From an optimization exercise on the open Yosys and OpenROAD flow, aimed at small area; shortcuts taken in it are not production practice.
The RTL was checked by simulation tests, not by an equivalence proof against the original design.
Power is estimated from default activity; no workload was simulated.

==> flow/design.v (excerpt) <==
module pid_periph (
    input  wire        clk,
    input  wire        rst,             
    input  wire [7:0]  AWADDR,
    input  wire        AWVALID,
    output wire        AWREADY,
    input  wire [31:0] WDATA,
    input  wire [3:0]  WSTRB,
    input  wire        WVALID,
    output wire        WREADY,
    output wire [1:0]  BRESP,
    output wire        BVALID,
    input  wire        BREADY,
    input  wire [7:0]  ARADDR,
    input  wire        ARVALID,
    output wire        ARREADY,
    output wire [31:0] RDATA,
    output wire [1:0]  RRESP,
    output wire        RVALID,
    input  wire        RREADY,
    output wire [31:0] mac_sub_a,
    output wire [31:0] mac_sub_b,
    output wire [31:0] mac_sub_c,
    output wire [31:0] mac_add_a,
    output wire [31:0] mac_add_b,
    output wire [31:0] mac_add_c,
    output wire [31:0] mul_a,
    output wire [31:0] mul_b,
    output wire [31:0] add_a,
    output wire [31:0] add_b,
    output wire [31:0] sub_a,
    output wire [31:0] sub_b,
    output wire [16:0] fpu_ctrl,
    input  wire [31:0] mac_sub_r,
    input  wire [31:0] mac_add_r,
    input  wire [31:0] mul_r,
    input  wire [31:0] add_r,
    input  wire [31:0] sub_r,
    input  wire [16:0] fpu_status,
    input  wire        A1,
    input  wire        B1,
    input  wire        A2,
    input  wire        B2,
    output wire        Dir_A,
    output wire        Dir_B,
    output wire        PWM_Out,
    output wire [31:0] addrb,
    output wire [31:0] dinb,
    input  wire [31:0] doutb,
    output wire        enb,
    output wire        rstb,
    output wire [3:0]  web,
    output wire [15:0] led
);
    wire [383:0] regs_out;
    wire [16:0]  reg13_out;
    wire [11:0]  duty_lo;
    wire         duty_z1, duty_o1, duty_z2, duty_o2, duty_z3, duty_o3, duty_s;
    wire [31:0]  quad_count;
    AXILiteS_s_axi_Reg_Interface u_regs (
        .ACLK      (clk),
        .ARESET    (rst),
        .AWADDR    (AWADDR),
        .AWVALID   (AWVALID),
        .AWREADY   (AWREADY),
        .WDATA     (WDATA),
        .WSTRB     (WSTRB),
        .WVALID    (WVALID),
        .WREADY    (WREADY),
        .BRESP     (BRESP),
        .BVALID    (BVALID),
        .BREADY    (BREADY),
        .ARADDR    (ARADDR),
        .ARVALID   (ARVALID),
        .ARREADY   (ARREADY),
  ...
Size: ~1700 cells after synthesis, about 23000 sq um of cells after synthesis.
==> flow/config.mk <==
export PLATFORM = sky130hd
export DESIGN_NAME = pid_periph
export DESIGN_NICKNAME = pid_periph
export VERILOG_FILES = /design/flow/design.v
export SDC_FILE = /design/flow/constraint.sdc
export NUM_CORES = 4
export LEC_CHECK = 0
export CAP_MARGIN = 20
export CORE_MARGIN = 2
export CORE_UTILIZATION = 70
export GPL_TIMING_DRIVEN = 0
export SLEW_MARGIN = 20
==> flow/constraint.sdc <==
create_clock -name core_clock -period 10.0 [get_ports {clk}]
set_input_delay 2.0000 -clock core_clock [delete_from_list [all_inputs] [get_ports {clk}]]
set_output_delay 2.0000 -clock core_clock [all_outputs]
set_load 0.01 [all_outputs]
standard.sh (not shown) runs the stock make flow with config.mk's settings and CLKGATE_MAP_FILE= SYNTH_SCRIPT=/design/flow/synth_recipe.tcl, a recipe that flattens the netlist after the stock synthesis.
==> flow/flow/run.sh <==
#!/bin/bash
# The standard layout, with the smallest buffer on every port and a smaller
# clock tree (clkbuf_8 leaves, no dummy loads); placement is not timing
# driven, so synthesis buffers are removed by a hook before placement.
set -euo pipefail
export BUFFER_PORTS_ARGS="-buffer_cell sky130_fd_sc_hd__buf_1"
export CTS_ARGS="-sink_clustering_enable -repair_clock_nets -dont_use_dummy_load -buf_list sky130_fd_sc_hd__clkbuf_8 -sink_clustering_size 15 -sink_clustering_max_diameter 60"
export PRE_GLOBAL_PLACE_TCL="$PWD/flow/pre_gpl.tcl"
bash standard.sh > standard.log 2>&1
==> flow/flow/pre_gpl.tcl <==
remove_buffers
The starting point aborted during 3_2_place_iop with PPL-0024.
Change:
--- a/flow/flow/run.sh
+++ b/flow/flow/run.sh
@@ -8,2 +8,3 @@
 export PRE_GLOBAL_PLACE_TCL="$PWD/flow/pre_gpl.tcl"
+export PLACE_PINS_ARGS="-min_distance 1 -min_distance_in_tracks"
 bash standard.sh > standard.log 2>&1
The new run completed without violations.
Synthesized area stays the same.
Synthesized cell count stays the same.

* * *

Setup of job 9574:
Another version of the RTL of pid_periph (not shown whole).
Size: about 1,500 cells after synthesis, ~570 flip-flops, about 800 I/O pins, ~21,000 sq um of cells after synthesis.
export LEC_CHECK = 0
export CAP_MARGIN = 20
export CORE_MARGIN = 2
export CORE_UTILIZATION = 60
export SLEW_MARGIN = 20
create_clock -name core_clock -period 10.0 [get_ports {clk}]
==> flow/flow/run.sh <==
#!/bin/bash
# The standard layout, with the smallest buffer on every port and a smaller
# clock tree (clkbuf_8 leaves, no dummy loads).
set -euo pipefail
export BUFFER_PORTS_ARGS="-buffer_cell sky130_fd_sc_hd__buf_1"
export CTS_ARGS="-sink_clustering_enable -repair_clock_nets -dont_use_dummy_load -buf_list sky130_fd_sc_hd__clkbuf_8 -sink_clustering_size 15 -sink_clustering_max_diameter 60"
export PLACE_PINS_ARGS="-min_distance 1 -min_distance_in_tracks"
bash standard.sh > standard.log 2>&1
Looking at the reports, job 9574 completed the entire flow and the layout it produced met the timing, design-rule and antenna checks.
Input-level comparison between job 6736 and job 9574:
Settings: CAP_MARGIN now 0, was 20; SLEW_MARGIN now 0, was 20.
--- a/flow/flow/run.sh
+++ b/flow/flow/run.sh
@@ -1,5 +1,15 @@
 #!/bin/bash
-# The standard layout, with the smallest buffer on every port and a smaller
-# clock tree (clkbuf_8 leaves, no dummy loads).
+# The standard layout with these changes:
+# - synthesis maps logic with an area-oriented ABC script (flow/abc.script)
+#   instead of ORFS's delay-oriented one; everything else in synthesis,
+#   including flip-flop mapping and naming, is ORFS's own script unchanged;
+# - the smallest buffer (buf_1) on every port;
+# - a smaller clock tree (clkbuf_8, small sink clusters, no dummy loads);
+# - pins may sit one track apart.
 set -euo pipefail
+WORK="$PWD"
+rm -rf "$WORK/scripts"
+cp -r "$FLOW_HOME/scripts" "$WORK/scripts"
+cp "$WORK/flow/abc.script" "$WORK/scripts/abc_speed.script"
+export SCRIPTS_DIR="$WORK/scripts"
 export BUFFER_PORTS_ARGS="-buffer_cell sky130_fd_sc_hd__buf_1"
==> flow/flow/abc.script (new file) <==
&get -n
&st
&dc2
&dch
&nf -a -p
&put
==> comparison <==
Looking at met3 wire length, job 6736 sits 12% lower than job 9574 does. Net switching power (higher): job 9574. Of the two values seen for worst-path cell with the longest stage delay, sky130_fd_sc_hd__clkbuf_4 was produced by job 6736 and sky130_fd_sc_hd__buf_1 by job 9574. Looking at wire length across both flows, job 6736 is the stronger of the two, with job 9574 trailing. Going from job 9574 to job 6736, the sequential element share of the synthesized area was found to have gone up by 4.0 points. Of job 6736 and job 9574, the lower total of clock buffers placed in the layout belongs to job 9574.
Input-level comparison between job 2849 and job 6736:
Settings: a change of SLEW_MARGIN from 0 to 20; a change of CAP_MARGIN from 0 to 20.
## What came out
~same core utilization of the finished layout in job 6736 and job 2849. Count of clock buffers in the final design: job 6736 vs job 2849 identical. Largest voltage drop on the vdd net is higher on job 6736. Comparing job 2849 against job 6736, there is no change at all in number of cells on the worst reg-to-reg path. Job 2849 reached the final stage; the timing, design-rule and antenna checks on its layout passed. Going from job 6736 to job 2849, count of non-filler cells in the finished layout level, register-to-register slack went down 30 ps.
--- input diff job 2849..job 8793 ---
--- a/flow/flow/run.sh
+++ b/flow/flow/run.sh
@@ -7,3 +7,4 @@
 # - a smaller clock tree (clkbuf_8, small sink clusters, no dummy loads);
-# - pins may sit one track apart.
+# - pins may sit one track apart;
+# - constant outputs share their tie cells.
 set -euo pipefail
@@ -17,2 +18,3 @@
 export PLACE_PINS_ARGS="-min_distance 1 -min_distance_in_tracks"
+export SKIP_REPAIR_TIE_FANOUT=1
 bash standard.sh > standard.log 2>&1
## What came out
- Power share of the clock group ended up 0.5 points lower on job 8793 than on job 2849.
- NOTE post-route total power job 2849->job 8793 decreased slightly
- Area: job 8793 vs job 2849 -> job 8793 smaller

* * *

pid_periph with an RTL version that a note above also has.
Size in the first run: roughly 570 flip-flops, ~23,000 um2 of cells after synthesis.
clock: 10.0 ns
lec_check: 0
cap_margin: 20
core_margin: 2
core_utilization: 40
slew_margin: 20
==> flow/flow/run.sh <==
#!/bin/bash
# The standard layout, with the smallest buffer on every port and a clock tree
# without dummy loads.
set -euo pipefail
export BUFFER_PORTS_ARGS="-buffer_cell sky130_fd_sc_hd__buf_1"
export CTS_ARGS="-sink_clustering_enable -repair_clock_nets -dont_use_dummy_load"
bash standard.sh > standard.log 2>&1
The starting point passed the timing, design-rule and antenna checks.
Change:
==> flow/flow/run.sh (replaced) <==
#!/bin/bash
# The standard layout, with the smallest buffer on every port and a smaller
# clock tree (clkbuf_8 leaves, no dummy loads).
set -euo pipefail
export BUFFER_PORTS_ARGS="-buffer_cell sky130_fd_sc_hd__buf_1"
export CTS_ARGS="-sink_clustering_enable -repair_clock_nets -dont_use_dummy_load -buf_list sky130_fd_sc_hd__clkbuf_8 -sink_clustering_size 15 -sink_clustering_max_diameter 60"
export PLACE_PINS_ARGS="-min_distance 1 -min_distance_in_tracks"
bash standard.sh > standard.log 2>&1
CORE_UTILIZATION = 60   (was 40)
What happened: Power fell by 14%. Die area came out lower by 33%. Setup slack is worse by 0.19 ns. Critical path depth drops by 3. Register-to-register slack improved by 0.42 ns. First-iteration DRC count fell by 0.85%. Routed wire length fell by 16%. Design area came out lower by 4.6%. Global-route usage increases by 6.9 points.
Change:
==> flow/run.sh (new file) <==
#!/bin/bash
# synth_recipe.tcl (not shown) runs the flow's synth.tcl, then flattens the netlist and writes it again
# the make line also repeats each setting of config.mk as NAME=value (left out here)
make -C /OpenROAD-flow-scripts/flow DESIGN_CONFIG=/design/flow/config.mk WORK_HOME=/design/flow/orfs CLKGATE_MAP_FILE= SYNTH_SCRIPT=/design/flow/synth_recipe.tcl finish
CORE_UTILIZATION = 40   (was 60)
removed: flow/flow/run.sh
removed: flow/standard.sh
Total power goes up by about 26%.
Sequential share of layout area is lower by 11 points.
Non-clock buffer count grows by 15.
Die area is higher by about 50%.
Worst hold slack degrades by 0.0078 ns.
Change:
==> flow/flow/run.sh (new file) <==
#!/bin/bash
# The standard layout, with the smallest buffer on every port and a smaller
# clock tree (clkbuf_8 leaves, no dummy loads).
set -euo pipefail
export BUFFER_PORTS_ARGS="-buffer_cell sky130_fd_sc_hd__buf_1"
export CTS_ARGS="-sink_clustering_enable -repair_clock_nets -dont_use_dummy_load -buf_list sky130_fd_sc_hd__clkbuf_8 -sink_clustering_size 15 -sink_clustering_max_diameter 60"
bash standard.sh > standard.log 2>&1
==> flow/standard.sh (new file) <==
#!/bin/bash
# synth_recipe.tcl (not shown) runs the flow's synth.tcl, then flattens the netlist and writes it again
# the make line also repeats each setting of config.mk as NAME=value (left out here)
make -C /OpenROAD-flow-scripts/flow DESIGN_CONFIG=/design/flow/config.mk WORK_HOME=/design/flow/orfs CLKGATE_MAP_FILE= SYNTH_SCRIPT=/design/flow/synth_recipe.tcl "${@:-finish}"
CORE_UTILIZATION = 60   (was 40)
removed: flow/run.sh
=>
- With this change the flow aborted during I/O pin placement on PPL-0024
- synthesized cell count is unchanged
- area after synthesis stays the same

* * *

Setup of run A:
pid_periph, a different RTL version from the one above (not shown whole).
Size in the first run: about 800 I/O pins, about 0.020 mm^2 of cells after synthesis.
clock: 10.0 ns
lec_check: 0
cap_margin: 20
core_margin: 2
core_utilization: 70
gpl_timing_driven: 0
place_density: 0.9
slew_margin: 20
==> flow/flow/run.sh <==
#!/bin/bash
# The standard layout with these changes:
# - synthesis maps logic with an area-oriented ABC script (flow/abc.script)
#   instead of ORFS's delay-oriented one; everything else in synthesis,
#   including flip-flop mapping and naming, is ORFS's own script unchanged;
# - the smallest buffer (buf_1) on every port;
# - a smaller clock tree (clkbuf_8, small sink clusters, no dummy loads);
# - pins may sit one track apart;
# - constant outputs share their tie cells;
# - placement is not timing driven, so synthesis buffers are removed by a
#   hook (flow/pre_gpl.tcl) before global placement, as timing-driven
#   placement would.
set -euo pipefail
WORK="$PWD"
rm -rf "$WORK/scripts"
cp -r "$FLOW_HOME/scripts" "$WORK/scripts"
cp "$WORK/flow/abc.script" "$WORK/scripts/abc_speed.script"
export SCRIPTS_DIR="$WORK/scripts"
export BUFFER_PORTS_ARGS="-buffer_cell sky130_fd_sc_hd__buf_1"
export CTS_ARGS="-sink_clustering_enable -repair_clock_nets -dont_use_dummy_load -buf_list sky130_fd_sc_hd__clkbuf_8 -sink_clustering_size 15 -sink_clustering_max_diameter 60"
export PLACE_PINS_ARGS="-min_distance 1 -min_distance_in_tracks"
export SKIP_REPAIR_TIE_FANOUT=1
export PRE_GLOBAL_PLACE_TCL="$WORK/flow/pre_gpl.tcl"
bash standard.sh > standard.log 2>&1
==> flow/flow/abc.script <==
&get -n
&st
&dc2
&dch -f
&nf -a -p -R 1000
&put
Scripts as last shown in full above: flow/flow/pre_gpl.tcl
Setup changes, run A to run B
Settings: a change of CORE_UTILIZATION from 70 to 75; a deleted PLACE_DENSITY that had been 0.9.
- Across run A and run B, none had a timing, DRC or antenna violation.
- Sort run A and run B by wire length on met1, descending, and run A comes first.
- Layout overhead on the synthesized area ended up 0.59 points lower on run B than on run A.
- Critical path depth in run B vs run A: down 1
- Re power: run A and run B aren't equal, and the lower value belongs to run B.
- Sequential cell area fraction in the yosys report came out exactly the same in run A and run B.
--- input diff run B..run C ---
Settings: CORE_UTILIZATION changed from 75 to 70.
Run C was carried through to the last stage, and its layout satisfied the timing, design-rule and antenna checks.
Internal portion of total power: run B vs run C — no meaningful difference
Going from run B to run C, number of tapcells grew by more than 10%.
Per the comparison of run C with run B, total iterations of the first detailed-routing run down 3, starting density of the core down 5.0 points.
Run B → run C: number of logic stages on the critical path including buffering rose by 2; measured slew at the worst slew-check pin fell by 38 ps; leakage power of the design stayed essentially flat.
Between run C and run B, final cell count is lower for run B, run C comes in above that.
Run C vs run B on routability-driven placement congestion ratio: run C is the higher one.
The share of the clock period used by the worst path of run C exceeds that of run B by 5.0 points.

* * *

## job 101
pid_periph, a different RTL version from the one above (not shown whole).
Size in the first run: ~1300 cells after synthesis, roughly 570 flip-flops, about 800 I/O pins, roughly 20000 um^2 of cells after synthesis.
## pid_periph
module pid_periph (
    input  wire        clk,
    input  wire        rst,             
    input  wire [7:0]  AWADDR,
    input  wire        AWVALID,
    output wire        AWREADY,
    input  wire [31:0] WDATA,
    input  wire [3:0]  WSTRB,
    input  wire        WVALID,
    output wire        WREADY,
    output wire [1:0]  BRESP,
    output wire        BVALID,
    input  wire        BREADY,
    input  wire [7:0]  ARADDR,
    input  wire        ARVALID,
    output wire        ARREADY,
    output wire [31:0] RDATA,
    output wire [1:0]  RRESP,
    output wire        RVALID,
    input  wire        RREADY,
    output wire [31:0] mac_sub_a,
    output wire [31:0] mac_sub_b,
    output wire [31:0] mac_sub_c,
    output wire [31:0] mac_add_a,
    output wire [31:0] mac_add_b,
    output wire [31:0] mac_add_c,
    output wire [31:0] mul_a,
    output wire [31:0] mul_b,
    output wire [31:0] add_a,
    output wire [31:0] add_b,
    output wire [31:0] sub_a,
    output wire [31:0] sub_b,
    output wire [16:0] fpu_ctrl,
    input  wire [31:0] mac_sub_r,
    input  wire [31:0] mac_add_r,
    input  wire [31:0] mul_r,
    input  wire [31:0] add_r,
    input  wire [31:0] sub_r,
    input  wire [16:0] fpu_status,
    input  wire        A1,
    input  wire        B1,
    input  wire        A2,
    input  wire        B2,
    output wire        Dir_A,
    output wire        Dir_B,
    output wire        PWM_Out,
    output wire [31:0] addrb,
    output wire [31:0] dinb,
    input  wire [31:0] doutb,
    output wire        enb,
    output wire        rstb,
    output wire [3:0]  web,
    output wire [15:0] led
);
clock: 10.0 ns
lec_check: 0
cap_margin: 20
core_margin: 2
core_utilization: 60
slew_margin: 20
==> flow/flow/run.sh <==
#!/bin/bash
# The standard layout with these changes:
# - synthesis maps logic with an area-oriented ABC script (flow/abc.script)
#   instead of ORFS's delay-oriented one; everything else in synthesis,
#   including flip-flop mapping and naming, is ORFS's own script unchanged;
# - the smallest buffer (buf_1) on every port;
# - a smaller clock tree (clkbuf_8, small sink clusters, no dummy loads);
# - pins may sit one track apart;
# - constant outputs share their tie cells.
set -euo pipefail
WORK="$PWD"
rm -rf "$WORK/scripts"
cp -r "$FLOW_HOME/scripts" "$WORK/scripts"
cp "$WORK/flow/abc.script" "$WORK/scripts/abc_speed.script"
export SCRIPTS_DIR="$WORK/scripts"
export BUFFER_PORTS_ARGS="-buffer_cell sky130_fd_sc_hd__buf_1"
export CTS_ARGS="-sink_clustering_enable -repair_clock_nets -dont_use_dummy_load -buf_list sky130_fd_sc_hd__clkbuf_8 -sink_clustering_size 15 -sink_clustering_max_diameter 60"
export PLACE_PINS_ARGS="-min_distance 1 -min_distance_in_tracks"
export SKIP_REPAIR_TIE_FANOUT=1
bash standard.sh > standard.log 2>&1
Scripts as last shown in full above: flow/flow/abc.script
#### Input delta (job 102 over job 101)
- a change of CORE_UTILIZATION from 60 to 80
- an added GPL_TIMING_DRIVEN of 0
--- a/flow/flow/run.sh
+++ b/flow/flow/run.sh
@@ -7,5 +7,8 @@
 # - a smaller clock tree (clkbuf_8, small sink clusters, no dummy loads);
 # - pins may sit one track apart;
-# - constant outputs share their tie cells.
+# - constant outputs share their tie cells;
+# - placement is not timing driven, so synthesis buffers are removed by a
+#   hook (flow/pre_gpl.tcl) before global placement, as timing-driven
+#   placement would.
 set -euo pipefail
 WORK="$PWD"
@@ -18,3 +21,4 @@
 export PLACE_PINS_ARGS="-min_distance 1 -min_distance_in_tracks"
 export SKIP_REPAIR_TIE_FANOUT=1
+export PRE_GLOBAL_PLACE_TCL="$WORK/flow/pre_gpl.tcl"
 bash standard.sh > standard.log 2>&1
==> flow/flow/pre_gpl.tcl (new file) <==
remove_buffers
==> notes.md <==
Job 102 has completed all stages; timing, DRC and antenna checks passed.
Per the comparison of job 102 with job 101, clock-buffer cell count shrank by 2; via count grew by 2743; total power density per cell area grew by 3.8%; combinational logic power grew by about 12%; multi-input combinational gate total held steady.
Going from job 101 to job 102, width of the chip went down, iteration count of the initial detailed-routing pass went down, layout overhead on the synthesized area went down.

==> port drivers added, routing unchanged <==
Ports are ideal in the flow. The routed layouts listed here were re-timed in OpenROAD.
Step 1, drivers: a clkbuf_16 drives clk and a buf_2 each remaining input, both assumed.
Step 2 times the ports against the registers' clock, not the clock port: input delays grow and output delays shrink by t, the midpoint of the rising clock arrivals with the driver on.
a / b / c = no drivers / after step 1 / after step 2; a / b = the first two.
run	t (ns)	slack for setup (ns)	latest minus earliest clock arrival (ns)	worst slew at a driven data input, ns	pins driven straight from the clock port
the second run of note 1	0.609	5.151 / 5.121 / 5.082	0.070 / 0.070	0.11	1
job 9574	0.633	5.471 / 5.441 / 4.836	0.090 / 0.091	0.12	1
job 6736	0.635	5.054 / 5.028 / 5.028	0.111 / 0.111	0.09	1
job 2849	0.639	5.102 / 5.078 / 5.074	0.056 / 0.055	0.10	1
job 8793	0.631	5.207 / 5.178 / 5.178	0.080 / 0.080	0.10	1
the first run of note 3	0.652	5.464 / 5.400 / 5.119	0.069 / 0.068	0.12	1
the second run of note 3	0.656	5.273 / 5.229 / 5.009	0.077 / 0.076	0.12	1
the third run of note 3	0.671	5.056 / 4.992 / 5.013	0.024 / 0.024	0.16	1
run A	0.624	5.202 / 5.180 / 5.180	0.080 / 0.080	0.18	1
run B	0.619	5.293 / 5.268 / 5.268	0.045 / 0.044	0.09	1
run C	0.614	4.793 / 4.762 / 4.762	0.056 / 0.056	0.08	1
job 101	0.605	5.372 / 5.320 / 5.291	0.074 / 0.074	0.09	1
job 102	0.628	5.231 / 5.179 / 5.220	0.034 / 0.034	0.11	1
After both steps setup and hold are still met in every run listed. The setup slack of job 9574, which loses most, moves by -0.030 ns with the drivers and by -0.635 ns with both steps.
